This design comes from an exercise in tuning for small area on the open sky130 flow, not from production work.
Only simulation tests tie the RTL to the original design; equivalence was not proved.
In every run shown here, the design's own scripts or RTL, not TritonCTS, make the clock network.
The clock port is modelled as an ideal driver, which makes a skipped or thinned clock tree look cheaper than it is; a real chip needs a root buffer or a tree.

===== flow/flow/run.sh =====
#!/bin/bash
# Own layout flow: the standard ORFS flow (standard.sh), changed only in
#  - synthesis: the standard flow's synthesis script, but ABC maps the logic with an
#    area-oriented script (flow/abc.script) and Yosys's adder extraction is off
#    (half-adder cells would hide the logic from ABC);
#  - port buffers: the smallest buffer, sky130_fd_sc_hd__buf_1;
#  - clock tree: one clock buffer drives all registers (flow/cts_pre.tcl);
#  - power recovery (downsizing of non-critical gates) after global routing.
# Each step's full output goes to a log file in this folder.
set -euo pipefail
W=$PWD
{
  head -n 1 "$W/synth_recipe.tcl"
  echo 'proc abc {args} { set i [lsearch -exact $args -script]; if {$i >= 0} { lset args [expr {$i + 1}] $::env(MY_ABC_SCRIPT) }; yosys abc {*}$args }'
  tail -n +2 "$W/synth_recipe.tcl"
} > "$W/my_synth.tcl"
sed -e "s#$W/synth_recipe.tcl#$W/my_synth.tcl#" "$W/standard.sh" > "$W/my_standard.sh"
export MY_ABC_SCRIPT="$W/flow/abc.script"
export ADDER_MAP_FILE=
export BUFFER_PORTS_ARGS="-buffer_cell sky130_fd_sc_hd__buf_1"
export PRE_CTS_TCL="$W/flow/cts_pre.tcl"
export CLOCK_BUFFER=sky130_fd_sc_hd__clkbuf_16
export CLOCK_BUFFERS=1
export RECOVER_POWER=100
bash "$W/my_standard.sh" synth > "$W/log_synth.txt" 2>&1
bash "$W/my_standard.sh" finish > "$W/log_finish.txt" 2>&1

===== flow/flow/abc.script =====
strash; &get -n; &deepsyn -T 60; &dch -f; &nf -R 1000; &put

===== flow/flow/cts_pre.tcl =====
# Sourced before ORFS's clock tree synthesis (PRE_CTS_TCL): the design has few
# registers, so CLOCK_BUFFERS clock buffers of type CLOCK_BUFFER, each driving
# one group of registers (split by x position) from its centre, take the place
# of the clock tree, and clock_tree_synthesis is skipped. The clock port
# drives only these buffers.
set block [ord::get_db_block]
set master [[ord::get_db] findMaster $::env(CLOCK_BUFFER)]
set nbuf $::env(CLOCK_BUFFERS)
set clknet [$block findNet clk_50M]
set sinks {}
foreach it [$clknet getITerms] {
  set box [[$it getInst] getBBox]
  lappend sinks [list [expr {([$box xMin] + [$box xMax]) / 2}] [expr {([$box yMin] + [$box yMax]) / 2}] $it]
}
set sinks [lsort -integer -index 0 $sinks]
set n [llength $sinks]
for {set k 0} {$k < $nbuf} {incr k} {
  set group [lrange $sinks [expr {$k * $n / $nbuf}] [expr {($k + 1) * $n / $nbuf - 1}]]
  set inst [odb::dbInst_create $block $master clkbuf_${k}_clk_50M]
  set net [odb::dbNet_create $block clknet_${k}_clk_50M]
  $net setSigType CLOCK
  set sx 0
  set sy 0
  foreach s $group {
    set sx [expr {$sx + [lindex $s 0]}]
    set sy [expr {$sy + [lindex $s 1]}]
    set it [lindex $s 2]
    $it disconnect
    $it connect $net
  }
  [$inst findITerm A] connect $clknet
  [$inst findITerm X] connect $net
  $inst setLocation [expr {$sx / [llength $group]}] [expr {$sy / [llength $group]}]
  $inst setPlacementStatus PLACED
  puts "clock buffer [$inst getName] ([$master getName]) drives [llength $group] clock pins"
}
proc clock_tree_synthesis {args} {
  puts "clock_tree_synthesis skipped: clock buffers placed by cts_pre.tcl"
}

===== flow/standard.sh =====
#!/bin/bash
# synth_recipe.tcl (not shown) runs the flow's synth.tcl, then flattens the netlist and writes it again
# the make line also repeats each setting of config.mk as NAME=value (left out here)
make -C /OpenROAD-flow-scripts/flow DESIGN_CONFIG=/design/flow/config.mk WORK_HOME=/design/flow/orfs CLKGATE_MAP_FILE= SYNTH_SCRIPT=/design/flow/synth_recipe.tcl "${@:-finish}"

===== flow/config.mk =====
export PLATFORM = sky130hd
export DESIGN_NAME = topTM1638
export DESIGN_NICKNAME = topTM1638
export VERILOG_FILES = /design/flow/design.v
export SDC_FILE = /design/flow/constraint.sdc
export NUM_CORES = 4
export LEC_CHECK = 0
export CAP_MARGIN = 20
export CORE_MARGIN = 2
export CORE_UTILIZATION = 40
export PLACE_DENSITY = 0.6
export SLEW_MARGIN = 20

===== flow/constraint.sdc =====
create_clock -name core_clock -period 10.0 [get_ports {clk_50M}]
set_input_delay 2.0000 -clock core_clock [delete_from_list [all_inputs] [get_ports {clk_50M}]]
set_output_delay 2.0000 -clock core_clock [all_outputs]
set_load 0.01 [all_outputs]

===== flow/design.v =====
`timescale 1ns / 1ps
module topTM1638(input clk_50M,
input wire rst,
output wire clk,
output wire stb,
output reg dio,
input wire [7:0] gio,
input wire [7:0] phut,
input wire [7:0] giay
);
reg [8:0] a;
reg [7:0] h, m, s;
wire tail = a[8] & ~a[7] & ~a[6] & ~a[5];    
wire cs0  = tail & a[4] & a[2];              
wire hi   = a[8] & a[7];                     
wire [8:0] t;
assign t[0] = 1'b1;
genvar i;
generate for (i = 1; i < 9; i = i + 1) begin : carry
  assign t[i] = t[i-1] & a[i-1];
end endgenerate
wire [8:0] inc = a ^ t;
always @(posedge clk_50M) begin
  a[8] <= rst | inc[8];
  a[7] <= ~rst & (cs0 | inc[7]);
  a[6] <= ~rst & (cs0 | inc[6]);
  a[5] <= ~rst & inc[5];
  a[4] <= rst | inc[4];
  a[3] <= ~rst & (cs0 | inc[3]);
  a[2] <= rst | inc[2];
  a[1] <= ~rst & (cs0 | inc[1]);
  a[0] <= ~rst & ~cs0 & ~a[0];
end
wire [2:0] d = a[7:5];      
wire [2:0] b = a[3:1];      
wire [7:0] v = (d[2] ~^ d[1]) ? (d[2] ? s : h) : m;    
wire tens  = (d == 3'd0) | (d == 3'd3) | (d == 3'd6);
wire blank = (d == 3'd2) | (d == 3'd5);
function [3:0] add3(input [3:0] x);
  add3 = (x > 4'd4) ? x + 4'd3 : x;
endfunction
wire [3:0] c1 = add3({1'b0, v[7:5]});
wire [3:0] c2 = add3({c1[2:0], v[4]});
wire [3:0] c3 = add3({c2[2:0], v[3]});
wire [3:0] c4 = add3({c3[2:0], v[2]});
wire [3:0] c5 = add3({c4[2:0], v[1]});
wire [3:0] c6 = add3({1'b0, c1[3], c2[3], c3[3]});
wire [3:0] c7 = add3({c6[2:0], c4[3]});
wire [3:0] g = tens ? {c7[2:0], c5[3]} : {c5[2:0], v[0]};
wire [6:0] seg;
assign seg[0] = g[3] | g[1] | (g[2] ~^ g[0]);
assign seg[1] = ~g[2] | (g[1] ~^ g[0]);
assign seg[2] = g[2] | ~g[1] | g[0];
assign seg[3] = g[3] | (~g[0] & ~(g[2] & ~g[1])) | (g[0] & (g[1] ^ g[2]));
assign seg[4] = ~g[0] & (~g[2] | g[1]);
assign seg[5] = (~g[1] & ~g[0]) | (g[2] & ~g[1]) | (g[2] & ~g[0]) | g[3];
assign seg[6] = g[3] | (g[2] ^ g[1]) | (g[1] & ~g[0]);
wire segbit  = ~blank & (b != 3'd7) & seg[b];
wire databit = a[4] ? (b == 3'd0) : segbit;
wire cmd_t = a[4] | (a[3] ? (~a[2] & ~a[1]) : (a[2] | a[1]));
wire cmd_h = a[4] ? (a[5] & a[3] & a[2]) : (a[3] & ~a[2] & a[1]);
wire cmdbit = a[7] ? cmd_h : cmd_t;
always @(posedge clk_50M) begin
  if (tail) begin
    h <= gio; m <= phut; s <= giay;
  end
  if (rst) dio <= 1'b0;
  else if (!cs0) dio <= a[8] ? cmdbit : databit;
end
assign stb = (tail & ((~a[4] & ~a[3] & ~a[2] & ~a[1] & a[0]) | (a[4] & (a[2] | (a[1] & a[0])))))
           | (hi & ~a[4] & a[3] & a[2] & a[1] & a[0]);
assign clk = ~a[0] | stb;
endmodule

==> results.sh, run 1 <==
export IMPL_status="finished clean"
export IMPL_finalSetupTns_ns=0
export IMPL_r2r_cells=17
export IMPL_routed_wl_um=3540
export IMPL_synth_compound_area_share_pct=22.4
export IMPL_grt_ovfl_total=0
export IMPL_slowest_delay_ns=0.49
export IMPL_worstSetupEndpoint="dio"
export IMPL_maxCapViolations=0
export IMPL_grt_max_degree=35
export IMPL_criticalPathCategory="reg -> reg"
export IMPL_fin_crit_sh_pct=46.7
export IMPL_r2r_setup_slack_ns=5.33
export IMPL_maxSlewHeadroom_pct=15.7
export IMPL_synthAdderAreaFrac_pct=0
export IMPL_drive_gt1_share_pct=0.488
export IMPL_vias_per_cell=5.68
export IMPL_synth_xor_xnor_area_share_pct=3.12
export IMPL_coreArea_mm2=0.00403
export IMPL_gp_congestion=0.862
export IMPL_clock_fmax_ghz=0.214
export IMPL_io_pins=29
export IMPL_clkSlewWorstSetupHoldPaths_ns=0.12
export IMPL_startpoint_type="flop"
export IMPL_muxShareOfSynthArea_pct=0.669
export IMPL_cp_required_ns=10.06
export IMPL_ys_types=35
export IMPL_wl_per_cell_um=13.9
export IMPL_rr_startpoint="a[7]"
export IMPL_syn_to_final_growth_pct=11.7
export IMPL_insertion_delay_ns=0.18
export IMPL_ys_seq_area_share_pct=54.7
export IMPL_rsz0062_at_grt="no"
export IMPL_synth_cells=175
export IMPL_ys_seq_elements=34
export IMPL_die_y_um=68.9
export IMPL_route_antenna_remaining_nets=0
export IMPL_num_vias=1449
export IMPL_postCtsSetupBuffers=0
export IMPL_dieArea_mm2=0.00475
export IMPL_grt_pass1_vias=1335
export IMPL_cp_startpoint="a[7]"
export IMPL_synthesis_nets=201
export IMPL_antenna_cells=0
export IMPL_hp_class="reg -> reg"
export IMPL_synth_top_family_by_area="compound AO/OA/AOI/OAI gates"
export IMPL_drtPass1Iterations=4
export IMPL_grt_pass1_wl_um=6070
export IMPL_chipWidth_um=68.9
export IMPL_end_kind="flop"
export IMPL_dpl_hpwl_um=2740
export IMPL_synth_warnings=1
export IMPL_cpMaxStageDelayCell="a311oi_1"
export IMPL_path_delay_family="compound AO/OA/AOI/OAI gates"
export IMPL_finalSetupViolations=0
export IMPL_path_buf_inv=0
export IMPL_fin_skew_ns=0.00972
export IMPL_dpl_cell_count=254
export IMPL_cts_resized=0
export IMPL_layoutNonFillerInstCount=255
export IMPL_drc=0
export IMPL_drv_slew=0
export IMPL_syn_area_mm2=0.00168
export IMPL_worst_endpoint_arrival_ns=4.73
export IMPL_fin_crit_ns=4.67
export IMPL_port_buffers=28
export IMPL_cts_hold_buffers=0
export IMPL_synthSimpleGateAreaFrac_pct=18.6
export IMPL_first_iter_violations=86
export IMPL_syn_area_per_cell_um2=9.62
export IMPL_cp_num_cells=17
export IMPL_fin_nets=233
export IMPL_initial_utilization_pct=41.8
export IMPL_critPathMaxFanout=10
export IMPL_grt_use_total_pct=16.4
export IMPL_hold_viol=0
export IMPL_tightest_slew_ns=1.26
export IMPL_path_cells="or2_0 -> nand2_1 -> o21ai_0 -> nand2_1 -> o21ai_0 -> a21oi_1 -> nor4b_1 -> a211oi_1 -> a21boi_0 -> a21oi_1 -> nor2_1 -> a311oi_1 -> mux2_1 -> o21ai_0 -> a21oi_1 -> a211oi_1 -> nor3_1"
export IMPL_antenna_found_initial=0
export IMPL_core_rowCount=23
export IMPL_r2r_end="dio"
-- synth_stat cells --
master / count / area [um^2]
a21oi_1: 18 / 90.1
edfxtp_1: 24 / 721
a22o_1: 1 / 8.76
o221ai_1: 1 / 8.76
nor4b_1: 1 / 8.76
o21bai_1: 1 / 7.51
o41ai_1: 1 / 8.76
mux2_1: 1 / 11.3
and2_0: 1 / 6.26
clkinv_1: 2 / 7.51
o21a_1: 2 / 15.0
a21boi_0: 1 / 7.51
a22oi_1: 1 / 7.51
nor2b_1: 2 / 12.5
xnor2_1: 6 / 52.6
a211oi_1: 3 / 22.5
nand2b_1: 1 / 6.26
o22ai_1: 4 / 25.0
nand2_1: 20 / 75.1
a211o_1: 1 / 8.76
a21o_1: 2 / 15.0
or2_0: 1 / 6.26
o21ai_0: 15 / 75.1
nand3_1: 7 / 35.0
nor2_1: 30 / 113
a31oi_1: 1 / 6.26
dfxtp_1: 10 / 200
a221o_1: 1 / 10.0
o22a_1: 4 / 35.0
and3_1: 1 / 6.26
nor3_1: 6 / 30.0
nor3b_1: 2 / 15.0
a2111oi_0: 1 / 8.76
a32oi_1: 1 / 8.76
a311oi_1: 1 / 8.76
-- kinds of logic after synthesis --
family                 Yosys count
AO/OA/AOI/OAI                   60
flip-flops                      34
multiplexers                     1
AND/OR/NAND/NOR                 72
buffers and inverters            2
XOR/XNOR                         6
-- worst min path at each step --
stage / cells after the start / slack [ns] / end / start
2_1_floorplan: 2 / 0.48 / a[8] / a[8]
3_3_place_gp: 2 / 0.54 / a[6] / a[6]
3_5_place_dp: 2 / 0.54 / a[8] / a[8]
4_1_cts: 2 / 0.54 / a[8] / a[8]
5_1_grt: 2 / 0.61 / dio / dio
6_report: 2 / 0.56 / a[8] / a[8]
-- worst min-delay path, delay by kind of cell (launching register included) --
family,cells,cell delay (ns)
flip-flops,1,0.39
AND/OR/NAND/NOR,1,0.05
AO/OA/AOI/OAI,1,0.10
-- area by class of cell --
cell class | count | area [um^2]
Buffer | 1 | 25.0
Fill cell | 413 | 2150
Inverter | 2 | 7.51
Multi-Input combinational cell | 139 | 756
Sequential cell | 34 | 921
Tap cell | 50 | 62.6
Timing Repair Buffer | 29 | 109
-- sequential cells by signal, summed over array words and instances (netlist names) --
register and cells:
h 8, m 8, s 8, dio 1, a 9
-- layer usage --
metal  part of all wire, %  GRT usage, %  wire length, um  up-vias
met1                    47          23.8             1660      686
li1                      -             -                -      722
met5                     0             0                0        -
met4                  0.48          2.21               17        0
met2                    49          27.8             1730       39
met3                   3.8         0.812              133        2
-- through the flow --
step / util (%) / hold WS (ns) / worst slack [ns] / cell area (um^2)
after floorplan: - / 0.482 / 4.55 / 1680
after global placement: 46.3 / 0.545 / 5.77 / 1860
after detailed placement: 46.3 / 0.540 / 5.45 / 1860
after CTS: 46.9 / 0.538 / 5.42 / 1890
after global routing: 46.7 / 0.611 / 4.75 / 1880
final: 46.7 / 0.562 / 5.33 / 1880
-- layout by cell type, fill, tap and decap left out, drive strengths merged, types with 2 or more instances in the layout --
master	n
nor2	30
buf	27
edfxtp	24
nand2	20
a21oi	18
o21ai	15
dfxtp	10
nand3	7
nor3	6
xnor2	6
o22ai	4
o22a	4
a211oi	3
clkbuf	3
clkinv	2
nor3b	2
o21a	2
a21o	2
nor2b	2
==> inputs of run 2 (changes only) <==
--- a/flow/flow/run.sh
+++ b/flow/flow/run.sh
@@ -19,8 +19,8 @@
 export ADDER_MAP_FILE=
 export BUFFER_PORTS_ARGS="-buffer_cell sky130_fd_sc_hd__buf_1"
 export PRE_CTS_TCL="$W/flow/cts_pre.tcl"
-export CLOCK_BUFFER=sky130_fd_sc_hd__clkbuf_16
-export CLOCK_BUFFERS=1
+export CLOCK_BUFFER=${CLOCK_BUFFER:-sky130_fd_sc_hd__clkbuf_8}
+export CLOCK_BUFFERS=${CLOCK_BUFFERS:-2}
 export RECOVER_POWER=100
 bash "$W/my_standard.sh" synth > "$W/log_synth.txt" 2>&1
 bash "$W/my_standard.sh" finish > "$W/log_finish.txt" 2>&1
==> run 2 against run 1 <==
Setup slack better by 0.0061 ns. Register-to-register slack hardly changed. First-iteration DRC count fell by 3.5%. Via count is 0.83% higher. Wire length increased by 0.48%. Maximum frequency up 0.13%. Sequential cell count stayed put. Die area unchanged. Utilization up 0.062 points. Worst hold slack worse by 0.0039 ns. Critical path type unchanged. Largest cell class unchanged.
==> results.sh, run 2 <==
export IMPL_fin_crit_sh_pct=46.6
export IMPL_wl_per_cell_um=13.9
export IMPL_grt_ovfl_total=0
export IMPL_drv_slew=0
export IMPL_clock_fmax_ghz=0.214
export IMPL_cpMaxStageDelayCell="a311oi_1"
export IMPL_ys_seq_elements=34
export IMPL_hold_viol=0
export IMPL_coreArea_mm2=0.00403
export IMPL_antenna_cells=0
export IMPL_multi_input_area_um2=756
export IMPL_routed_wl_um=3560
export IMPL_cp_required_ns=10.05
export IMPL_syn_area_per_cell_um2=9.62
export IMPL_dieArea_mm2=0.00475
export IMPL_synth_common_cells="nor2_1 (30), edfxtp_1 (24), nand2_1 (20)"
export IMPL_initial_utilization_pct=41.8
export IMPL_route_antenna_remaining_nets=0
export IMPL_synthFlopType="edfxtp_1"
export IMPL_whs_ns=0.558
export IMPL_first_iter_violations=83
export IMPL_end_kind="flop"
export IMPL_yosysMostFrequentCell="nor2_1"
export IMPL_synth_warnings=1
export IMPL_port_buffers=28
export IMPL_largest_reg_flops=9
export IMPL_cp_startpoint="a[7]"
export IMPL_startpoint_type="flop"
export IMPL_finalSetupViolations=0
export IMPL_grt_pass1_vias=1353
export IMPL_core_rowCount=23
export IMPL_hold_path_startpoint="a[8]"
export IMPL_finalWorstSetupSlack_ns=5.34
export IMPL_synth_edff_count=24
export IMPL_synthTopCellsByArea="edfxtp_1 (43%), dfxtp_1 (12%), nor2_1 (6.7%), a21oi_1 (5.3%), nand2_1 (4.5%)"
export IMPL_maxSlewHeadroom_pct=16.8
export IMPL_grt_use_total_pct=16.5
export IMPL_hp_class="reg -> reg"
export IMPL_antenna_found_initial=0
export IMPL_num_vias=1461
export IMPL_vias_per_cell=5.71
export IMPL_dpl_hpwl_um=2740
export IMPL_synth_top_cell_area_share_pct=42.8
export IMPL_grt_max_degree=26
export IMPL_rsz0062_at_grt="no"
export IMPL_insertion_delay_ns=0.17
export IMPL_syn_to_final_growth_pct=11.8
export IMPL_worst_endpoint_arrival_ns=4.71
export IMPL_cts_resized=0
export IMPL_path_cells="or2_0 -> nand2_1 -> o21ai_0 -> nand2_1 -> o21ai_0 -> a21oi_1 -> nor4b_1 -> a211oi_1 -> a21boi_0 -> a21oi_1 -> nor2_1 -> a311oi_1 -> mux2_1 -> o21ai_0 -> a21oi_1 -> a211oi_1 -> nor3_1"
export IMPL_ys_seq_area_share_pct=54.7
export IMPL_die_y_um=68.9
export IMPL_synth_cells=175
export IMPL_chipWidth_um=68.9
export IMPL_synthesis_nets=201
export IMPL_async_reset_ff_share_pct=0
export IMPL_clkSlewWorstSetupHoldPaths_ns=0.11
export IMPL_drive_gt1_share_pct=0.971
export IMPL_grt_pass1_wl_um=6110
export IMPL_syn_area_mm2=0.00168
export IMPL_drtPass1Iterations=4
export IMPL_slowest_delay_ns=0.49
export IMPL_critPathMaxFanout=10
export IMPL_ys_types=35
export IMPL_postCtsSetupBuffers=0
export IMPL_status="finished clean"
export IMPL_mostFrequentLayoutCell="nor2_1"
export IMPL_n_fill_cell=411
export IMPL_yosys_area_top_type="edfxtp_1"
export IMPL_cts_hold_buffers=0
export IMPL_rr_startpoint="a[7]"
export IMPL_final_cell_mix="nor2_1 (30), buf_1 (27), edfxtp_1 (24)"
export IMPL_gp_congestion=0.862
export IMPL_post_place_ws_ns=5.45
export IMPL_maxCapViolations=0
export IMPL_max_flop_register="a"
export IMPL_drc=0
export IMPL_fin_skew_ns=0.0191
export IMPL_tightest_slew_ns=1.25
export IMPL_seqCellArea_um2=921
export IMPL_fin_crit_ns=4.66
export IMPL_io_pins=29
export IMPL_fin_nets=234
export IMPL_criticalPathCategory="reg -> reg"
export IMPL_finalSetupTns_ns=0
[run 2: kinds of logic after synthesis]
family / Yosys count / share of synthesized area [%]
AND/OR/NAND/NOR: 72 / 18.6
AO/OA/AOI/OAI: 60 / 22.4
flip-flops: 34 / 54.7
XOR/XNOR: 6 / 3.12
buffers and inverters: 2 / 0.446
multiplexers: 1 / 0.669
[run 2: path summary, 6_finish.rpt]
kind / endpoint / depth (start not counted) / slack, ns
worst max-delay path: dio / 17 / 5.34
worst min register to register: a[8] / 2 / 0.56
worst max register to register: dio / 17 / 5.34
worst min-delay path: a[8] / 2 / 0.56
[run 2: metal layers]
layer	wire [um]	track usage, %	part of all wire (%)	vias up
met5	0	0	0	-
met4	36	2.45	1.0	0
met3	154	0.974	4.3	4
met2	1740	28.4	49	49
met1	1630	23.6	46	682
li1	-	-	-	726
[run 2: final cells by class]
| cell class | count | area share [%] |
|---|---|---|
| multi-input combinational | 139 | 40.1 |
| buffer | 2 | 1.46 |
| tap | 50 | 3.32 |
| inverter | 2 | 0.399 |
| sequential | 34 | 48.9 |
| timing repair buffer | 29 | 5.78 |
[run 2: critical path: cells and delay by family (launching register included)]
family / cells / cell delay, ns
compound gates: 10 / 2.32
simple gates: 6 / 1.36
flops: 1 / 0.47
mux: 1 / 0.38
[run 2: stage by stage]
| stage | area (um^2) | instances | util, % |
|---|---|---|---|
| floorplan | 1680 | 175 | - |
| global placement | 1860 | 254 | 46.3 |
| detailed placement | 1860 | 254 | 46.3 |
| CTS | 1890 | 256 | 47.0 |
| global route | 1880 | 256 | 46.7 |
| finish | 1880 | 256 | 46.7 |
==> inputs of run 3 (changes only) <==
--- a/flow/flow/run.sh
+++ b/flow/flow/run.sh
@@ -19,8 +19,8 @@
 export ADDER_MAP_FILE=
 export BUFFER_PORTS_ARGS="-buffer_cell sky130_fd_sc_hd__buf_1"
 export PRE_CTS_TCL="$W/flow/cts_pre.tcl"
-export CLOCK_BUFFER=${CLOCK_BUFFER:-sky130_fd_sc_hd__clkbuf_8}
-export CLOCK_BUFFERS=${CLOCK_BUFFERS:-2}
+export CLOCK_BUFFER=${CLOCK_BUFFER:-sky130_fd_sc_hd__clkbuf_16}
+export CLOCK_BUFFERS=${CLOCK_BUFFERS:-1}
 export RECOVER_POWER=100
 bash "$W/my_standard.sh" synth > "$W/log_synth.txt" 2>&1
 bash "$W/my_standard.sh" finish > "$W/log_finish.txt" 2>&1
==> run 3 against run 2 <==
Sequential share of layout area grew 0.065 points. Area after synthesis is the same. Clock skew shrank 0.0093 ns. Wire length shrank 0.48%. Synthesized cell count is the same. Critical path depth is the same. Register-to-register slack is essentially flat. Highest routed layer unchanged.
==> results.sh, run 3 <==
export IMPL_grt_pass1_wl_um=6070
export IMPL_async_reset_ff_share_pct=0
export IMPL_startpoint_type="flop"
export IMPL_drtPass1Iterations=4
export IMPL_n_fill_cell=413
export IMPL_drc=0
export IMPL_synthTopCellsByArea="edfxtp_1 (43%), dfxtp_1 (12%), nor2_1 (6.7%), a21oi_1 (5.3%), nand2_1 (4.5%)"
export IMPL_final_area_mm2=0.00188
export IMPL_yosysMostFrequentCell="nor2_1"
export IMPL_ys_seq_elements=34
export IMPL_largest_reg_flops=9
export IMPL_maxCapViolations=0
export IMPL_top_usage_layer="met2"
export IMPL_synthesis_nets=201
export IMPL_route_antenna_remaining_nets=0
export IMPL_synth_cells=175
export IMPL_syn_area_per_cell_um2=9.62
export IMPL_drive_gt1_share_pct=0.488
export IMPL_chipWidth_um=68.9
export IMPL_clock_fmax_ghz=0.214
export IMPL_tightest_slew_ns=1.26
export IMPL_criticalPathCategory="reg -> reg"
export IMPL_status="finished clean"
export IMPL_port_buffers=28
export IMPL_initial_utilization_pct=41.8
export IMPL_r2r_setup_slack_ns=5.33
export IMPL_cp_startpoint="a[7]"
export IMPL_yosys_area_top_type="edfxtp_1"
export IMPL_synth_warnings=1
export IMPL_fin_crit_sh_pct=46.7
export IMPL_hp_class="reg -> reg"
export IMPL_fin_nets=233
export IMPL_die_y_um=68.9
export IMPL_finalSetupViolations=0
export IMPL_rsz0062_at_grt="no"
export IMPL_hold_viol=0
export IMPL_syn_to_final_growth_pct=11.7
export IMPL_grt_max_degree=35
export IMPL_routed_wl_um=3540
export IMPL_postCtsSetupBuffers=0
export IMPL_clkSlewWorstSetupHoldPaths_ns=0.12
export IMPL_end_kind="flop"
export IMPL_ys_seq_area_share_pct=54.7
export IMPL_worst_endpoint_arrival_ns=4.73
export IMPL_grt_pass1_vias=1335
export IMPL_grt_ovfl_total=0
export IMPL_io_pins=29
export IMPL_core_rowCount=23
export IMPL_wl_per_cell_um=13.9
export IMPL_grtUsageMet2_pct=27.8
export IMPL_cp_required_ns=10.06
export IMPL_holdPathStages=2
export IMPL_postPlaceCellArea_mm2=0.00186
export IMPL_final_cell_mix="nor2_1 (30), buf_1 (27), edfxtp_1 (24)"
export IMPL_grt_use_total_pct=16.4
export IMPL_grt_met3_usage_pct=0.812
export IMPL_syn_area_mm2=0.00168
export IMPL_first_iter_violations=86
export IMPL_synth_common_cells="nor2_1 (30), edfxtp_1 (24), nand2_1 (20)"
export IMPL_whs_ns=0.562
export IMPL_fin_skew_ns=0.00972
export IMPL_cts_resized=0
export IMPL_synthFlopType="edfxtp_1"
export IMPL_critPathMaxFanout=10
export IMPL_maxSlewHeadroom_pct=15.7
export IMPL_cts_hold_buffers=0
export IMPL_r2r_end="dio"
export IMPL_synth_top_cell_area_share_pct=42.8
export IMPL_fin_crit_ns=4.67
export IMPL_antenna_cells=0
export IMPL_finalSetupTns_ns=0
export IMPL_antenna_found_initial=0
export IMPL_grt_use_met1_pct=23.8
export IMPL_dpl_hpwl_um=2740
export IMPL_r2r_cells=17
export IMPL_multi_input_area_um2=756
export IMPL_dieArea_mm2=0.00475
export IMPL_max_flop_register="a"
export IMPL_num_vias=1449
export IMPL_gp_congestion=0.862
export IMPL_seqCellArea_um2=921
export IMPL_whs_endpoint="a[8]"
export IMPL_rr_startpoint="a[7]"
export IMPL_insertion_delay_ns=0.18
export IMPL_hold_path_startpoint="a[8]"
export IMPL_vias_per_cell=5.68
export IMPL_drv_slew=0
export IMPL_ys_types=35
export IMPL_coreArea_mm2=0.00403
export IMPL_mostFrequentLayoutCell="nor2_1"
export IMPL_synth_edff_count=24
==> run 3: changes by cell type in the layout (fill, tap and decap cells not counted) <==
| cell | change |
|---|---|
| clkbuf_8 | -2 |
| clkbuf_16 | +1 |
==> run 3: cells by family after synthesis <==
group / count (synthesis) / share of synthesized area [%]
XOR/XNOR: 6 / 3.12
multiplexers: 1 / 0.669
buffers and inverters: 2 / 0.446
AO/OA/AOI/OAI: 60 / 22.4
AND/OR/NAND/NOR: 72 / 18.6
flip-flops: 34 / 54.7
==> run 3: area by class of cell <==
cell class                      instances  share of cell area (%)
Timing Repair Buffer                   29                    5.79
Multi-Input combinational cell        139                    40.2
Sequential cell                        34                    49.0
Inverter                                2                   0.399
Tap cell                               50                    3.33
Buffer                                  1                    1.33
==> run 3: critical path: stages (launching register included) <==
cell and delay (ns):
dfxtp_1 0.47, or2_0 0.48, nand2_1 0.31, o21ai_0 0.37
nand2_1 0.12, o21ai_0 0.35, a21oi_1 0.16, nor4b_1 0.34
a211oi_1 0.14, a21boi_0 0.17, a21oi_1 0.18, nor2_1 0.05
a311oi_1 0.49, mux2_1 0.38, o21ai_0 0.15, a21oi_1 0.09
a211oi_1 0.21, nor3_1 0.07
==> run 3: worst max path at each step <==
stage,endpoint,slack (ns),cells past startpoint
floorplan,clk,4.55,4
global placement,dio,5.77,17
detailed placement,dio,5.45,17
CTS,dio,5.42,17
global route,dio,4.75,18
finish,dio,5.33,17
==> run 3: metal layers <==
| layer | wire (um) | vias to the layer above |
|---|---|---|
| met4 | 17 | 0 |
| met5 | 0 | - |
| met1 | 1660 | 686 |
| met3 | 133 | 2 |
| li1 | - | 722 |
| met2 | 1730 | 39 |
==> run 3: stage by stage <==
step                      setup slack (ns)  util [%]  std cells
final                                 5.33      46.7        255
after detailed placement              5.45      46.3        254
after global placement                5.77      46.3        254
after CTS                             5.42      46.9        255
after floorplan                       4.55         -        175
after global routing                  4.75      46.7        255
==> inputs of run 4 (changes only) <==
--- a/flow/flow/run.sh
+++ b/flow/flow/run.sh
@@ -19,8 +19,8 @@
 export ADDER_MAP_FILE=
 export BUFFER_PORTS_ARGS="-buffer_cell sky130_fd_sc_hd__buf_1"
 export PRE_CTS_TCL="$W/flow/cts_pre.tcl"
-export CLOCK_BUFFER=${CLOCK_BUFFER:-sky130_fd_sc_hd__clkbuf_16}
-export CLOCK_BUFFERS=${CLOCK_BUFFERS:-1}
+export CLOCK_BUFFER=sky130_fd_sc_hd__clkbuf_8
+export CLOCK_BUFFERS=2
 export RECOVER_POWER=100
 bash "$W/my_standard.sh" synth > "$W/log_synth.txt" 2>&1
 bash "$W/my_standard.sh" finish > "$W/log_finish.txt" 2>&1
==> flow/flow/abc.script (replaced) <==
strash; &get -n; &deepsyn -T 300; &dch -f; &nf -R 1000; &put
==> run 4 against run 3 <==
Register-to-register slack about the same. Wire length increased by 0.48%. Critical path depth unchanged. Setup slack improved by 0.0061 ns. Worst hold slack got worse by 0.0039 ns. Area after synthesis unchanged. Still clean. Via count increased by 0.83%. Maximum frequency increased by 0.13%.
==> results.sh, run 4 <==
export IMPL_synthesis_nets=201
export IMPL_clkSlewWorstSetupHoldPaths_ns=0.11
export IMPL_io_pins=29
export IMPL_wl_per_cell_um=13.9
export IMPL_maxUsedRoutingLayer="met4"
export IMPL_synth_common_cells="nor2_1 (30), edfxtp_1 (24), nand2_1 (20)"
export IMPL_async_reset_ff_share_pct=0
export IMPL_n_fill_cell=411
export IMPL_multi_input_area_um2=756
export IMPL_core_rowCount=23
export IMPL_fin_crit_sh_pct=46.6
export IMPL_dr_wl_met3_um=154
export IMPL_postCtsSetupBuffers=0
export IMPL_chipWidth_um=68.9
export IMPL_grt_pass1_wl_um=6110
export IMPL_drtPass1Iterations=4
export IMPL_max_flop_register="a"
export IMPL_end_kind="flop"
export IMPL_insertion_delay_ns=0.17
export IMPL_wl_met1_um=1630
export IMPL_routed_wl_um=3560
export IMPL_synthFlopType="edfxtp_1"
export IMPL_hold_viol=0
export IMPL_vias_per_cell=5.71
export IMPL_maxSlewHeadroom_pct=16.8
export IMPL_seqCellArea_um2=921
export IMPL_synth_warnings=1
export IMPL_synth_xor_xnor_area_share_pct=3.12
export IMPL_finalSetupViolations=0
export IMPL_mostFrequentLayoutCell="nor2_1"
export IMPL_fin_skew_ns=0.0191
export IMPL_synth_compound_area_share_pct=22.4
export IMPL_antenna_found_initial=0
export IMPL_drive_gt1_share_pct=0.971
export IMPL_syn_to_final_growth_pct=11.8
export IMPL_largest_reg_flops=9
export IMPL_die_y_um=68.9
export IMPL_final_cell_mix="nor2_1 (30), buf_1 (27), edfxtp_1 (24)"
export IMPL_drc=0
export IMPL_startpoint_type="flop"
export IMPL_ys_seq_elements=34
export IMPL_ys_seq_area_share_pct=54.7
export IMPL_rsz0062_at_grt="no"
export IMPL_drv_slew=0
export IMPL_cts_resized=0
export IMPL_worst_endpoint_arrival_ns=4.71
export IMPL_initial_utilization_pct=41.8
export IMPL_status="finished clean"
export IMPL_hp_class="reg -> reg"
export IMPL_synthSimpleGateAreaFrac_pct=18.6
export IMPL_cts_hold_buffers=0
export IMPL_grt_pass1_vias=1353
export IMPL_yosysMostFrequentCell="nor2_1"
export IMPL_tightest_slew_ns=1.25
export IMPL_critPathMaxFanout=10
export IMPL_dieArea_mm2=0.00475
export IMPL_dpl_hpwl_um=2740
export IMPL_synthAdderAreaFrac_pct=0
export IMPL_syn_area_mm2=0.00168
export IMPL_first_iter_violations=83
export IMPL_antenna_cells=0
export IMPL_clock_fmax_ghz=0.214
export IMPL_synth_cells=175
export IMPL_fin_nets=234
export IMPL_grt_use_total_pct=16.5
export IMPL_finalSetupTns_ns=0
export IMPL_syn_area_per_cell_um2=9.62
export IMPL_coreArea_mm2=0.00403
export IMPL_fin_crit_ns=4.66
export IMPL_yosys_area_top_type="edfxtp_1"
export IMPL_whs_ns=0.558
export IMPL_synth_top_family_by_area="compound AO/OA/AOI/OAI gates"
export IMPL_cp_required_ns=10.05
export IMPL_met2WireLength_um=1740
export IMPL_ys_types=35
export IMPL_num_vias=1461
export IMPL_grt_max_degree=26
export IMPL_criticalPathCategory="reg -> reg"
export IMPL_grt_ovfl_total=0
export IMPL_synthTopCellsByArea="edfxtp_1 (43%), dfxtp_1 (12%), nor2_1 (6.7%), a21oi_1 (5.3%), nand2_1 (4.5%)"
export IMPL_synth_edff_count=24
export IMPL_muxShareOfSynthArea_pct=0.669
export IMPL_maxCapViolations=0
export IMPL_synth_top_cell_area_share_pct=42.8
export IMPL_port_buffers=28
export IMPL_route_antenna_remaining_nets=0
export IMPL_gp_congestion=0.862
[run 4: cell counts after synthesis]
No cell type changed its count.
[run 4: worst paths after layout]
kind / start / end / slack, ns / cells past startpoint
setup / recovery: a[7] / dio / 5.34 / 17
hold / removal: a[8] / a[8] / 0.56 / 2
setup reg to reg: a[7] / dio / 5.34 / 17
hold reg to reg: a[8] / a[8] / 0.56 / 2
[run 4: cell type report]
type,instances,share of cell area (%)
Tap cell,50,3.32
Timing Repair Buffer,29,5.78
Sequential cell,34,48.9
Multi-Input combinational cell,139,40.1
Inverter,2,0.399
Buffer,2,1.46
[run 4: critical path: stages (launching register included)]
cell and delay, ns:
dfxtp_1 0.47, or2_0 0.48, nand2_1 0.30, o21ai_0 0.37
nand2_1 0.12, o21ai_0 0.36, a21oi_1 0.16, nor4b_1 0.34
a211oi_1 0.14, a21boi_0 0.17, a21oi_1 0.18, nor2_1 0.05
a311oi_1 0.49, mux2_1 0.38, o21ai_0 0.15, a21oi_1 0.09
a211oi_1 0.21, nor3_1 0.07
[run 4: kinds of logic (layout without fill, tap and decap cells)]
family / count (synthesis) / in the layout
multiplexers: 1 / 1
buffers and inverters: 2 / 33
AND/OR/NAND/NOR: 72 / 72
AO/OA/AOI/OAI: 60 / 60
flip-flops: 34 / 34
XOR/XNOR: 6 / 6
[run 4: stage by stage]
| stage | cells | setup WS, ns | instance area, um^2 | utilization (%) |
|---|---|---|---|---|
| 5_1_grt | 256 | 4.75 | 1880 | 46.7 |
| 3_3_place_gp | 254 | 5.77 | 1860 | 46.3 |
| 2_1_floorplan | 175 | 4.55 | 1680 | - |
| 4_1_cts | 256 | 5.42 | 1890 | 47.0 |
| 6_report | 256 | 5.34 | 1880 | 46.7 |
| 3_5_place_dp | 254 | 5.45 | 1860 | 46.3 |
[run 4: layer usage]
layer	GRT usage, %	vias up
met4	2.45	0
li1	-	726
met1	23.6	682
met5	0	-
met2	28.4	49
met3	0.974	4
==> inputs of run 5 (changes only) <==
--- a/flow/flow/run.sh
+++ b/flow/flow/run.sh
@@ -19,8 +19,8 @@
 export ADDER_MAP_FILE=
 export BUFFER_PORTS_ARGS="-buffer_cell sky130_fd_sc_hd__buf_1"
 export PRE_CTS_TCL="$W/flow/cts_pre.tcl"
-export CLOCK_BUFFER=sky130_fd_sc_hd__clkbuf_8
-export CLOCK_BUFFERS=2
+export CLOCK_BUFFER=sky130_fd_sc_hd__buf_12
+export CLOCK_BUFFERS=1
 export RECOVER_POWER=100
 bash "$W/my_standard.sh" synth > "$W/log_synth.txt" 2>&1
 bash "$W/my_standard.sh" finish > "$W/log_finish.txt" 2>&1
==> flow/flow/abc.script (replaced) <==
strash; &get -n; &deepsyn -T 60; &dch -f; &nf -R 1000; &put
--- a/flow/config.mk
+++ b/flow/config.mk
@@ -7,6 +7,6 @@
 export LEC_CHECK = 0
 export CAP_MARGIN = 20
 export CORE_MARGIN = 2
-export CORE_UTILIZATION = 40
-export PLACE_DENSITY = 0.6
+export CORE_UTILIZATION = 65
+export PLACE_DENSITY = 0.8
 export SLEW_MARGIN = 20
==> run 5 against run 4 <==
Worst hold slack about the same. Area after synthesis did not move. Sequential share of layout area grew 0.86 points. First-iteration DRC count shrank 37%. Critical path depth unchanged. Sequential cell count is the same. Critical path type unchanged. Largest cell class unchanged. Highest routed layer unchanged.
==> results.sh, run 5 <==
export IMPL_status="finished clean"
export IMPL_fin_skew_ns=0.00386
export IMPL_grt_max_degree=35
export IMPL_r2r_end="dio"
export IMPL_antenna_cells=0
export IMPL_path_buf_inv=0
export IMPL_fin_crit_ns=4.54
export IMPL_grt_ovfl_total=0
export IMPL_synth_common_cells="nor2_1 (30), edfxtp_1 (24), nand2_1 (20)"
export IMPL_cts_hold_buffers=0
export IMPL_synth_warnings=1
export IMPL_wl_met1_um=1480
export IMPL_ys_seq_elements=34
export IMPL_grt_pass1_wl_um=4770
export IMPL_clkSlewWorstSetupHoldPaths_ns=0.12
export IMPL_worst_endpoint_arrival_ns=4.58
export IMPL_holdPathStages=2
export IMPL_tightest_slew_ns=1.20
export IMPL_cpMaxStageDelayCell="a311oi_1"
export IMPL_r2r_setup_slack_ns=5.46
export IMPL_yosys_area_top_type="edfxtp_1"
export IMPL_coreArea_mm2=0.00248
export IMPL_wl_per_cell_um=13.6
export IMPL_synth_cells=175
export IMPL_routed_wl_um=3200
export IMPL_slowest_delay_ns=0.50
export IMPL_drv_slew=0
export IMPL_io_pins=29
export IMPL_ys_seq_area_share_pct=54.7
export IMPL_syn_area_per_cell_um2=9.62
export IMPL_critPathMaxFanout=10
export IMPL_path_delay_family="compound AO/OA/AOI/OAI gates"
export IMPL_syn_area_mm2=0.00168
export IMPL_die_y_um=54.9
export IMPL_synth_edff_count=24
export IMPL_drtPass1Iterations=5
export IMPL_rsz0062_at_grt="no"
export IMPL_insertion_delay_ns=0.15
export IMPL_chipWidth_um=54.9
export IMPL_hp_class="reg -> reg"
export IMPL_grt_pass1_vias=1148
export IMPL_finalSetupViolations=0
export IMPL_mostFrequentLayoutCell="nor2_1"
export IMPL_postPlaceCellArea_mm2=0.00184
export IMPL_n_fill_cell=185
export IMPL_antenna_found_initial=0
export IMPL_final_area_mm2=0.00185
export IMPL_max_flop_register="a"
export IMPL_maxSlewHeadroom_pct=20.1
export IMPL_hold_path_startpoint="a[8]"
export IMPL_maxCapViolations=0
export IMPL_port_buffers=28
export IMPL_layoutNonFillerInstCount=235
export IMPL_criticalPathCategory="reg -> reg"
export IMPL_synth_top_cell_area_share_pct=42.8
export IMPL_dpl_hpwl_um=2460
export IMPL_met2WireLength_um=1570
export IMPL_core_rowCount=18
export IMPL_postCtsSetupBuffers=0
export IMPL_clock_fmax_ghz=0.220
export IMPL_synthesis_nets=201
export IMPL_cts_resized=0
export IMPL_fin_crit_sh_pct=45.4
export IMPL_cp_required_ns=10.03
export IMPL_dr_wl_met3_um=138
export IMPL_whs_endpoint="a[8]"
export IMPL_finalSetupTns_ns=0
export IMPL_async_reset_ff_share_pct=0
export IMPL_maxUsedRoutingLayer="met4"
export IMPL_route_antenna_remaining_nets=0
export IMPL_num_vias=1402
export IMPL_r2r_cells=17
export IMPL_drc=0
export IMPL_fin_nets=233
export IMPL_vias_per_cell=5.97
export IMPL_grt_use_total_pct=21.3
export IMPL_drive_gt1_share_pct=0.488
export IMPL_largest_reg_flops=9
export IMPL_rr_startpoint="a[6]"
export IMPL_path_cells="or2_0 -> nand2_1 -> o21ai_0 -> nand2_1 -> o21ai_0 -> a21oi_1 -> nor4b_1 -> a211oi_1 -> a21boi_0 -> a21oi_1 -> nor2_1 -> a311oi_1 -> mux2_1 -> o21ai_0 -> a21oi_1 -> a211oi_1 -> nor3_1"
export IMPL_dieArea_mm2=0.00301
export IMPL_synthTopCellsByArea="edfxtp_1 (43%), dfxtp_1 (12%), nor2_1 (6.7%), a21oi_1 (5.3%), nand2_1 (4.5%)"
export IMPL_startpoint_type="flop"
export IMPL_gp_congestion=0.841
export IMPL_initial_utilization_pct=68.0
export IMPL_synthFlopType="edfxtp_1"
export IMPL_hold_viol=0
export IMPL_first_iter_violations=52
export IMPL_final_cell_mix="nor2_1 (30), buf_1 (27), edfxtp_1 (24)"
export IMPL_dpl_cell_count=234
export IMPL_yosysMostFrequentCell="nor2_1"
export IMPL_end_kind="flop"
export IMPL_syn_to_final_growth_pct=9.88
export IMPL_fin_util_pct=74.7
export IMPL_ys_types=35
run 5: changes by cell type in the layout (fill, tap and decap cells not counted), sizes merged:
| cell | delta |
|---|---|
| clkbuf | -2 |
| buf | +1 |
run 5: final cells by class:
type / count / area [um^2] / share of cell area, %
multi-input combinational: 139 / 756 / 40.8
inverter: 2 / 7.51 / 0.406
tap: 30 / 37.5 / 2.03
timing repair buffer: 29 / 109 / 5.88
sequential: 34 / 921 / 49.8
buffer: 1 / 20.0 / 1.08
run 5: worst max-delay path by stage:
stage / cells past startpoint / from / slack (ns) / end
global route: 17 / a[6] / 5.00 / dio
floorplan: 4 / a[6] / 4.55 / clk
global placement: 16 / a[6] / 5.79 / dio
CTS: 17 / a[6] / 5.48 / dio
finish: 17 / a[6] / 5.46 / dio
detailed placement: 17 / a[6] / 5.49 / dio
run 5: cells by family (layout without fill, tap and decap cells):
family,Yosys count,count (layout),synth area share (%)
AND/OR/NAND/NOR,72,72,18.6
buffers and inverters,2,32,0.446
XOR/XNOR,6,6,3.12
AO/OA/AOI/OAI,60,60,22.4
flip-flops,34,34,54.7
multiplexers,1,1,0.669
run 5: metal layers:
layer	GRT usage, %	up-vias
met3	0.538	2
met5	0	-
met1	29.0	629
li1	-	725
met4	2.03	0
met2	39.5	46
run 5: per-stage QoR:
stage / setup WS, ns / hold WS, ns
2_1_floorplan: 4.55 / 0.482
3_3_place_gp: 5.79 / 0.529
3_5_place_dp: 5.49 / 0.537
4_1_cts: 5.48 / 0.537
5_1_grt: 5.00 / 0.583
6_report: 5.46 / 0.558
run 5: tightest hold or removal path, delay by kind of cell (launching register included):
family | cells | cell delay [ns]
AOI/OAI and AO/OA | 1 | 0.09
and+or+nand+nor | 1 | 0.05
DFF | 1 | 0.38
==> inputs of run 6 (changes only) <==
--- a/flow/config.mk
+++ b/flow/config.mk
@@ -7,6 +7,7 @@
 export LEC_CHECK = 0
 export CAP_MARGIN = 20
 export CORE_MARGIN = 2
-export CORE_UTILIZATION = 65
-export PLACE_DENSITY = 0.8
+export CORE_UTILIZATION = 40
+export GPL_TIMING_DRIVEN = 0
+export PLACE_DENSITY = 0.6
 export SLEW_MARGIN = 20
==> run 6 against run 5 <==
Still clean. Maximum frequency is 6.6% lower. Utilization is 28 points lower. Critical path depth stayed put. First-iteration DRC count is 120% higher. Area after synthesis stayed put. Register-to-register slack worse by 0.32 ns. Critical path type unchanged. Largest cell class unchanged.
==> results.sh, run 6 <==
export IMPL_critPathMaxFanout=10
export IMPL_final_cell_mix="nor2_1 (30), buf_1 (27), edfxtp_1 (24)"
export IMPL_holdPathStages=2
export IMPL_synth_cells=175
export IMPL_cts_hold_buffers=0
export IMPL_finalSetupTns_ns=0
export IMPL_criticalPathCategory="reg -> reg"
export IMPL_fin_crit_sh_pct=48.6
export IMPL_drive_gt1_share_pct=0.485
export IMPL_port_buffers=28
export IMPL_r2r_cells=17
export IMPL_clock_fmax_ghz=0.206
export IMPL_coreArea_mm2=0.00403
export IMPL_grt_max_degree=35
export IMPL_layoutNonFillerInstCount=256
export IMPL_finalSetupViolations=0
export IMPL_met2WireLength_um=1550
export IMPL_max_flop_register="a"
export IMPL_drc=0
export IMPL_chipWidth_um=68.9
export IMPL_postCtsSetupBuffers=0
export IMPL_drtPass1Iterations=4
export IMPL_synthFlopType="edfxtp_1"
export IMPL_final_area_mm2=0.00188
export IMPL_clkSlewWorstSetupHoldPaths_ns=0.12
export IMPL_mostFrequentLayoutCell="nor2_1"
export IMPL_io_pins=29
export IMPL_grt_pass1_wl_um=5670
export IMPL_insertion_delay_ns=0.15
export IMPL_wl_met1_um=1630
export IMPL_synth_edff_count=24
export IMPL_antenna_cells=0
export IMPL_yosysMostFrequentCell="nor2_1"
export IMPL_drv_slew=0
export IMPL_cts_resized=0
export IMPL_worst_endpoint_arrival_ns=4.90
export IMPL_maxCapViolations=0
export IMPL_dpl_hpwl_um=2600
export IMPL_ys_seq_elements=34
export IMPL_syn_area_per_cell_um2=9.62
export IMPL_synth_top_cell_area_share_pct=42.8
export IMPL_tightest_slew_ns=1.37
export IMPL_antenna_found_initial=0
export IMPL_yosys_area_top_type="edfxtp_1"
export IMPL_vias_per_cell=5.46
export IMPL_die_y_um=68.9
export IMPL_grt_pass1_vias=1293
export IMPL_grt_ovfl_total=0
export IMPL_hold_viol=0
export IMPL_gp_congestion=0.836
export IMPL_rsz0062_at_grt="no"
export IMPL_routed_wl_um=3330
export IMPL_cp_required_ns=10.03
export IMPL_route_antenna_remaining_nets=0
export IMPL_maxUsedRoutingLayer="met4"
export IMPL_syn_to_final_growth_pct=11.6
export IMPL_wl_per_cell_um=13.0
export IMPL_dieArea_mm2=0.00475
export IMPL_dpl_cell_count=255
export IMPL_postPlaceCellArea_mm2=0.00188
export IMPL_syn_area_mm2=0.00168
export IMPL_ys_seq_area_share_pct=54.7
export IMPL_maxSlewHeadroom_pct=8.37
export IMPL_dr_wl_met3_um=115
export IMPL_first_iter_violations=114
export IMPL_fin_nets=234
export IMPL_synthesis_nets=201
export IMPL_ys_types=35
export IMPL_core_rowCount=23
export IMPL_end_kind="flop"
export IMPL_initial_utilization_pct=41.8
export IMPL_synth_common_cells="nor2_1 (30), edfxtp_1 (24), nand2_1 (20)"
export IMPL_fin_skew_ns=0.00319
export IMPL_num_vias=1399
export IMPL_synthTopCellsByArea="edfxtp_1 (43%), dfxtp_1 (12%), nor2_1 (6.7%), a21oi_1 (5.3%), nand2_1 (4.5%)"
export IMPL_hp_class="reg -> reg"
export IMPL_status="finished clean"
export IMPL_startpoint_type="flop"
export IMPL_synth_warnings=1
export IMPL_grt_use_total_pct=15.1
export IMPL_largest_reg_flops=9
export IMPL_fin_crit_ns=4.86
export IMPL_async_reset_ff_share_pct=0
run 6: changes by cell type in the layout (fill, tap and decap cells not counted), sizes merged:
cell	delta
clkbuf	+1
run 6: worst max-delay path, cell delays in order (launching register included):
cell and delay, ns:
dfxtp_1 0.47, or2_0 0.54, nand2_1 0.35, o21ai_0 0.50, nand2_1 0.18, o21ai_0 0.22, a21oi_1 0.17, nor4b_1 0.30
a211oi_1 0.12, a21boi_0 0.17, a21oi_1 0.17, nor2_1 0.05, a311oi_1 0.52, mux2_1 0.37, o21ai_0 0.18, a21oi_1 0.10
a211oi_1 0.24, nor3_1 0.09
run 6: cells by family after synthesis:
family / synth area share, %
multiplexers: 0.669
buffers and inverters: 0.446
XOR/XNOR: 3.12
AO/OA/AOI/OAI: 22.4
flip-flops: 54.7
AND/OR/NAND/NOR: 18.6
run 6: path summary, 6_finish.rpt:
kind / start / end / slack (ns)
worst max-delay path: a[6] / dio / 5.14
worst min-delay path: a[8] / a[8] / 0.52
worst max register to register: a[6] / dio / 5.14
worst min register to register: a[8] / a[8] / 0.52
run 6: final cells by class:
| class | count | area [um^2] |
|---|---|---|
| flip-flops and latches | 34 | 921 |
| inverters | 2 | 7.51 |
| plain buffers | 1 | 20.0 |
| multi-input cells | 139 | 756 |
| well taps | 50 | 62.6 |
| repair buffers | 30 | 113 |
| fillers | 390 | 2150 |
run 6: per-stage QoR:
step / utilization (%) / setup WS (ns) / hold WS, ns
after floorplan: - / 4.55 / 0.482
after CTS: 47.1 / 5.10 / 0.508
final: 46.6 / 5.14 / 0.521
after global routing: 46.6 / 4.56 / 0.549
after global placement: 46.0 / 3.72 / 0.504
after detailed placement: 46.6 / 5.11 / 0.508
run 6: routing by layer:
metal | vias to the layer above | GRT usage (%)
met5 | - | 0
met3 | 2 | 0.487
met2 | 34 | 25.7
met1 | 633 | 22.4
li1 | 730 | -
met4 | 0 | 1.47
==> inputs of run 7 (changes only) <==
--- a/flow/config.mk
+++ b/flow/config.mk
@@ -8,6 +8,5 @@
 export CAP_MARGIN = 20
 export CORE_MARGIN = 2
 export CORE_UTILIZATION = 40
-export GPL_TIMING_DRIVEN = 0
 export PLACE_DENSITY = 0.6
 export SLEW_MARGIN = 20
==> run 7 against run 6 <==
Still clean on timing, DRC and antenna. Final cell count shrank 0.39%. Clock skew grew 0.0025 ns. Worst hold slack gained 0.040 ns. Critical path type unchanged. Critical endpoint unchanged. Highest routed layer unchanged.
==> results.sh, run 7 <==
export IMPL_status="finished clean"
export IMPL_finalSetupTns_ns=0
export IMPL_max_flop_register="a"
export IMPL_routed_wl_um=3510
export IMPL_grt_max_degree=35
export IMPL_seqCellArea_um2=921
export IMPL_fin_nets=233
export IMPL_post_place_ws_ns=5.45
export IMPL_synthFlopType="edfxtp_1"
export IMPL_antenna_cells=0
export IMPL_async_reset_ff_share_pct=0
export IMPL_grt_ovfl_total=0
export IMPL_n_fill_cell=413
export IMPL_syn_to_final_growth_pct=11.4
export IMPL_num_vias=1454
export IMPL_postPlaceCellArea_mm2=0.00186
export IMPL_postCtsSetupBuffers=0
export IMPL_end_kind="flop"
export IMPL_hold_viol=0
export IMPL_yosysMostFrequentCell="nor2_1"
export IMPL_io_pins=29
export IMPL_synth_warnings=1
export IMPL_gp_congestion=0.862
export IMPL_clock_fmax_ghz=0.215
export IMPL_insertion_delay_ns=0.15
export IMPL_ys_types=35
export IMPL_synthesis_nets=201
export IMPL_antenna_found_initial=0
export IMPL_coreArea_mm2=0.00403
export IMPL_finalSetupViolations=0
export IMPL_whs_ns=0.562
export IMPL_startpoint_type="flop"
export IMPL_grt_use_total_pct=16.4
export IMPL_cp_required_ns=10.04
export IMPL_synth_common_cells="nor2_1 (30), edfxtp_1 (24), nand2_1 (20)"
export IMPL_maxSlewHeadroom_pct=16.1
export IMPL_cts_hold_buffers=0
export IMPL_core_rowCount=23
export IMPL_drv_slew=0
export IMPL_die_y_um=68.9
export IMPL_drtPass1Iterations=4
export IMPL_fin_skew_ns=0.00566
export IMPL_criticalPathCategory="reg -> reg"
export IMPL_tightest_slew_ns=1.26
export IMPL_grtUsageMet2_pct=27.5
export IMPL_synth_cells=175
export IMPL_grt_use_met1_pct=23.9
export IMPL_syn_area_per_cell_um2=9.62
export IMPL_port_buffers=28
export IMPL_maxCapViolations=0
export IMPL_synth_edff_count=24
export IMPL_dpl_hpwl_um=2740
export IMPL_chipWidth_um=68.9
export IMPL_drc=0
export IMPL_grt_pass1_vias=1330
export IMPL_synth_top_cell_area_share_pct=42.8
export IMPL_largest_reg_flops=9
export IMPL_ys_seq_area_share_pct=54.7
export IMPL_final_cell_mix="nor2_1 (30), buf_1 (27), edfxtp_1 (24)"
export IMPL_mostFrequentLayoutCell="nor2_1"
export IMPL_clkSlewWorstSetupHoldPaths_ns=0.12
export IMPL_finalWorstSetupSlack_ns=5.35
export IMPL_vias_per_cell=5.70
export IMPL_wl_per_cell_um=13.8
export IMPL_route_antenna_remaining_nets=0
export IMPL_yosys_area_top_type="edfxtp_1"
export IMPL_fin_crit_sh_pct=46.5
export IMPL_worst_endpoint_arrival_ns=4.69
export IMPL_top_usage_layer="met2"
export IMPL_ys_seq_elements=34
export IMPL_critPathMaxFanout=10
export IMPL_fin_crit_ns=4.65
export IMPL_grt_pass1_wl_um=6050
export IMPL_drive_gt1_share_pct=0.488
export IMPL_grt_met3_usage_pct=0.812
export IMPL_dieArea_mm2=0.00475
export IMPL_initial_utilization_pct=41.8
export IMPL_multi_input_area_um2=756
export IMPL_rsz0062_at_grt="no"
export IMPL_synthTopCellsByArea="edfxtp_1 (43%), dfxtp_1 (12%), nor2_1 (6.7%), a21oi_1 (5.3%), nand2_1 (4.5%)"
export IMPL_final_area_mm2=0.00188
export IMPL_cts_resized=0
export IMPL_syn_area_mm2=0.00168
export IMPL_first_iter_violations=83
export IMPL_hp_class="reg -> reg"
[run 7: cell counts after synthesis]
No cell type changed its count.
[run 7: kinds of logic (layout without fill, tap and decap cells)]
kind of cell              Yosys count  count (layout)  share of synthesized area [%]
xor gates and xnor gates            6               6                           3.12
DFF                                34              34                           54.7
AOI/OAI and AO/OA                  60              60                           22.4
and+or+nand+nor                    72              72                           18.6
muxes                               1               1                          0.669
buffers and inverters               2              32                          0.446
[run 7: metal layers]
layer / routed length [um] / vias to the layer above
met3: 148 / 4
met2: 1690 / 47
li1: - / 724
met1: 1640 / 679
met4: 33 / 0
met5: 0 / -
[run 7: final cells by class]
class / instances / area share (%)
Multi-Input combinational cell: 139 / 40.3
Timing Repair Buffer: 29 / 5.80
Tap cell: 50 / 3.34
Inverter: 2 / 0.400
Sequential cell: 34 / 49.1
Buffer: 1 / 1.07
[run 7: path summary, 6_finish.rpt]
kind,start,end,slack [ns],cells after the start
max reg2reg,a[7],dio,5.35,17
min reg2reg,a[8],a[8],0.56,2
max,a[7],dio,5.35,17
min,a[8],a[8],0.56,2
[run 7: through the flow]
stage | utilization [%] | std cells
6_report | 46.6 | 255
5_1_grt | 46.6 | 255
4_1_cts | 46.8 | 255
3_5_place_dp | 46.3 | 254
3_3_place_gp | 46.3 | 254
2_1_floorplan | - | 175
[run 7: worst max-delay path: stages (launching register included)]
cell and delay (ns):
dfxtp_1 0.47, or2_0 0.48, nand2_1 0.32, o21ai_0 0.37, nand2_1 0.12, o21ai_0 0.35
a21oi_1 0.16, nor4b_1 0.33, a211oi_1 0.13, a21boi_0 0.17, a21oi_1 0.18, nor2_1 0.05
a311oi_1 0.49, mux2_1 0.38, o21ai_0 0.15, a21oi_1 0.09, a211oi_1 0.21, nor3_1 0.07
==> inputs of run 8 (changes only) <==
--- a/flow/config.mk
+++ b/flow/config.mk
@@ -5,8 +5,8 @@
 export SDC_FILE = /design/flow/constraint.sdc
 export NUM_CORES = 4
 export LEC_CHECK = 0
-export CAP_MARGIN = 20
+export CAP_MARGIN = 0
 export CORE_MARGIN = 2
 export CORE_UTILIZATION = 40
 export PLACE_DENSITY = 0.6
-export SLEW_MARGIN = 20
+export SLEW_MARGIN = 0
==> run 8 against run 7 <==
Via count stayed put. Critical path depth stayed put. Wire length stayed put. Area after synthesis did not move. Utilization stayed put. Highest routed layer unchanged. Design area stayed put. First-iteration DRC count unchanged. Global-route usage did not move.
==> results.sh, run 8 <==
export IMPL_initial_utilization_pct=41.8
export IMPL_syn_area_per_cell_um2=9.62
export IMPL_grt_max_degree=35
export IMPL_whs_ns=0.562
export IMPL_syn_area_mm2=0.00168
export IMPL_drive_gt1_share_pct=0.488
export IMPL_postCtsSetupBuffers=0
export IMPL_first_iter_violations=83
export IMPL_die_y_um=68.9
export IMPL_synth_top_cell_area_share_pct=42.8
export IMPL_antenna_found_initial=0
export IMPL_synth_edff_count=24
export IMPL_synth_cells=175
export IMPL_rsz0062_at_grt="no"
export IMPL_fin_util_pct=46.6
export IMPL_grt_pass1_vias=1330
export IMPL_synthFlopType="edfxtp_1"
export IMPL_chipWidth_um=68.9
export IMPL_insertion_delay_ns=0.15
export IMPL_finalWorstSetupSlack_ns=5.35
export IMPL_drv_slew=0
export IMPL_gp_congestion=0.862
export IMPL_async_reset_ff_share_pct=0
export IMPL_num_vias=1454
export IMPL_maxCapViolations=0
export IMPL_cts_resized=0
export IMPL_ys_seq_area_share_pct=54.7
export IMPL_fin_crit_ns=4.65
export IMPL_dieArea_mm2=0.00475
export IMPL_drc=0
export IMPL_tightest_slew_ns=1.26
export IMPL_criticalPathCategory="reg -> reg"
export IMPL_fin_skew_ns=0.00566
export IMPL_routed_wl_um=3510
export IMPL_startpoint_type="flop"
export IMPL_status="finished clean"
export IMPL_grt_pass1_wl_um=6050
export IMPL_ys_seq_elements=34
export IMPL_finalSetupViolations=0
export IMPL_mostFrequentLayoutCell="nor2_1"
export IMPL_wl_per_cell_um=13.8
export IMPL_synth_common_cells="nor2_1 (30), edfxtp_1 (24), nand2_1 (20)"
export IMPL_synth_warnings=1
export IMPL_vias_per_cell=5.70
export IMPL_coreArea_mm2=0.00403
export IMPL_cp_required_ns=10.04
export IMPL_maxSlewHeadroom_pct=16.1
export IMPL_hp_class="reg -> reg"
export IMPL_fin_crit_sh_pct=46.5
export IMPL_max_flop_register="a"
export IMPL_final_area_mm2=0.00188
export IMPL_final_cell_mix="nor2_1 (30), buf_1 (27), edfxtp_1 (24)"
export IMPL_dpl_hpwl_um=2740
export IMPL_io_pins=29
export IMPL_syn_to_final_growth_pct=11.4
export IMPL_cts_hold_buffers=0
export IMPL_post_place_ws_ns=5.45
export IMPL_largest_reg_flops=9
export IMPL_drtPass1Iterations=4
export IMPL_grt_ovfl_total=0
export IMPL_finalSetupTns_ns=0
export IMPL_critPathMaxFanout=10
export IMPL_postPlaceCellArea_mm2=0.00186
export IMPL_worst_endpoint_arrival_ns=4.69
export IMPL_clkSlewWorstSetupHoldPaths_ns=0.12
export IMPL_port_buffers=28
export IMPL_yosys_area_top_type="edfxtp_1"
export IMPL_synthTopCellsByArea="edfxtp_1 (43%), dfxtp_1 (12%), nor2_1 (6.7%), a21oi_1 (5.3%), nand2_1 (4.5%)"
export IMPL_grt_use_total_pct=16.4
export IMPL_fin_nets=233
export IMPL_hold_viol=0
export IMPL_ys_types=35
export IMPL_yosysMostFrequentCell="nor2_1"
export IMPL_clock_fmax_ghz=0.215
export IMPL_synthesis_nets=201
export IMPL_core_rowCount=23
export IMPL_route_antenna_remaining_nets=0
export IMPL_end_kind="flop"
export IMPL_antenna_cells=0
[run 8: logic make-up after synthesis]
family / after synthesis / synth area share [%]
and+or+nand+nor: 72 / 18.6
AOI/OAI and AO/OA: 60 / 22.4
DFF: 34 / 54.7
xor gates and xnor gates: 6 / 3.12
buffers and inverters: 2 / 0.446
muxes: 1 / 0.669
[run 8: area by class of cell]
cell class | count | area [um^2]
fill | 413 | 2150
sequential | 34 | 921
multi-input combinational | 139 | 756
timing repair buffer | 29 | 109
tap | 50 | 62.6
buffer | 1 | 20.0
inverter | 2 | 7.51
[run 8: metal layers]
metal  global-route usage, %  routed length [um]
met1                    23.9                1640
met2                    27.5                1690
met3                   0.812                 148
met4                    2.45                  33
met5                       0                   0
[run 8: critical path: stages, from the launching register on]
cell and delay, ns:
dfxtp_1 0.47, or2_0 0.48, nand2_1 0.32, o21ai_0 0.37, nand2_1 0.12, o21ai_0 0.35
a21oi_1 0.16, nor4b_1 0.33, a211oi_1 0.13, a21boi_0 0.17, a21oi_1 0.18, nor2_1 0.05
a311oi_1 0.49, mux2_1 0.38, o21ai_0 0.15, a21oi_1 0.09, a211oi_1 0.21, nor3_1 0.07
[run 8: stage by stage]
stage | instances
4_1_cts | 255
3_3_place_gp | 254
6_report | 255
2_1_floorplan | 175
3_5_place_dp | 254
5_1_grt | 255
[run 8: worst paths after layout]
kind              startpoint  endpoint  slack (ns)  cells past startpoint
hold reg to reg         a[8]      a[8]        0.56                      2
hold / removal          a[8]      a[8]        0.56                      2
setup / recovery        a[7]       dio        5.35                     17
setup reg to reg        a[7]       dio        5.35                     17

## what the ideal ports hide
How much do the figures lean on ideal ports? The routed layouts below were timed once more, with nothing changed but the port constraints.
Step 1: set_driving_cell puts a clkbuf_16 on clk_50M and a buf_2 on each other input, an assumption about the parent block.
Step 2, shift: input delay + t, output delay - t, t = (earliest + latest rising clock arrival at the registers) / 2. This alone moves slack from input paths to output paths.
a / b / c = ideal ports / drivers / drivers and shift; a / b = the first two.
| run | shift t [ns] | setup WS [ns] | worst hold slack (ns) | pins driven straight from the clock port |
|---|---|---|---|---|
| run 1 | 0.205 | 5.330 / 5.330 / 5.330 | 0.562 / 0.562 / 0.562 | 1 |
| run 2 | 0.188 | 5.336 / 5.336 / 5.336 | 0.558 / 0.558 / 0.558 | 2 |
| run 3 | 0.205 | 5.330 / 5.330 / 5.330 | 0.562 / 0.562 / 0.562 | 1 |
| run 4 | 0.188 | 5.336 / 5.336 / 5.336 | 0.558 / 0.558 / 0.558 | 2 |
| run 5 | 0.175 | 5.457 / 5.457 / 5.457 | 0.558 / 0.558 / 0.558 | 1 |
| run 6 | 0.182 | 5.135 / 5.125 / 5.135 | 0.521 / 0.521 / 0.521 | 1 |
| run 7 | 0.178 | 5.349 / 5.349 / 5.349 | 0.562 / 0.562 / 0.562 | 1 |
| run 8 | 0.178 | 5.349 / 5.349 / 5.349 | 0.562 / 0.562 / 0.562 | 1 |
After both steps setup and hold are still met in every run listed.
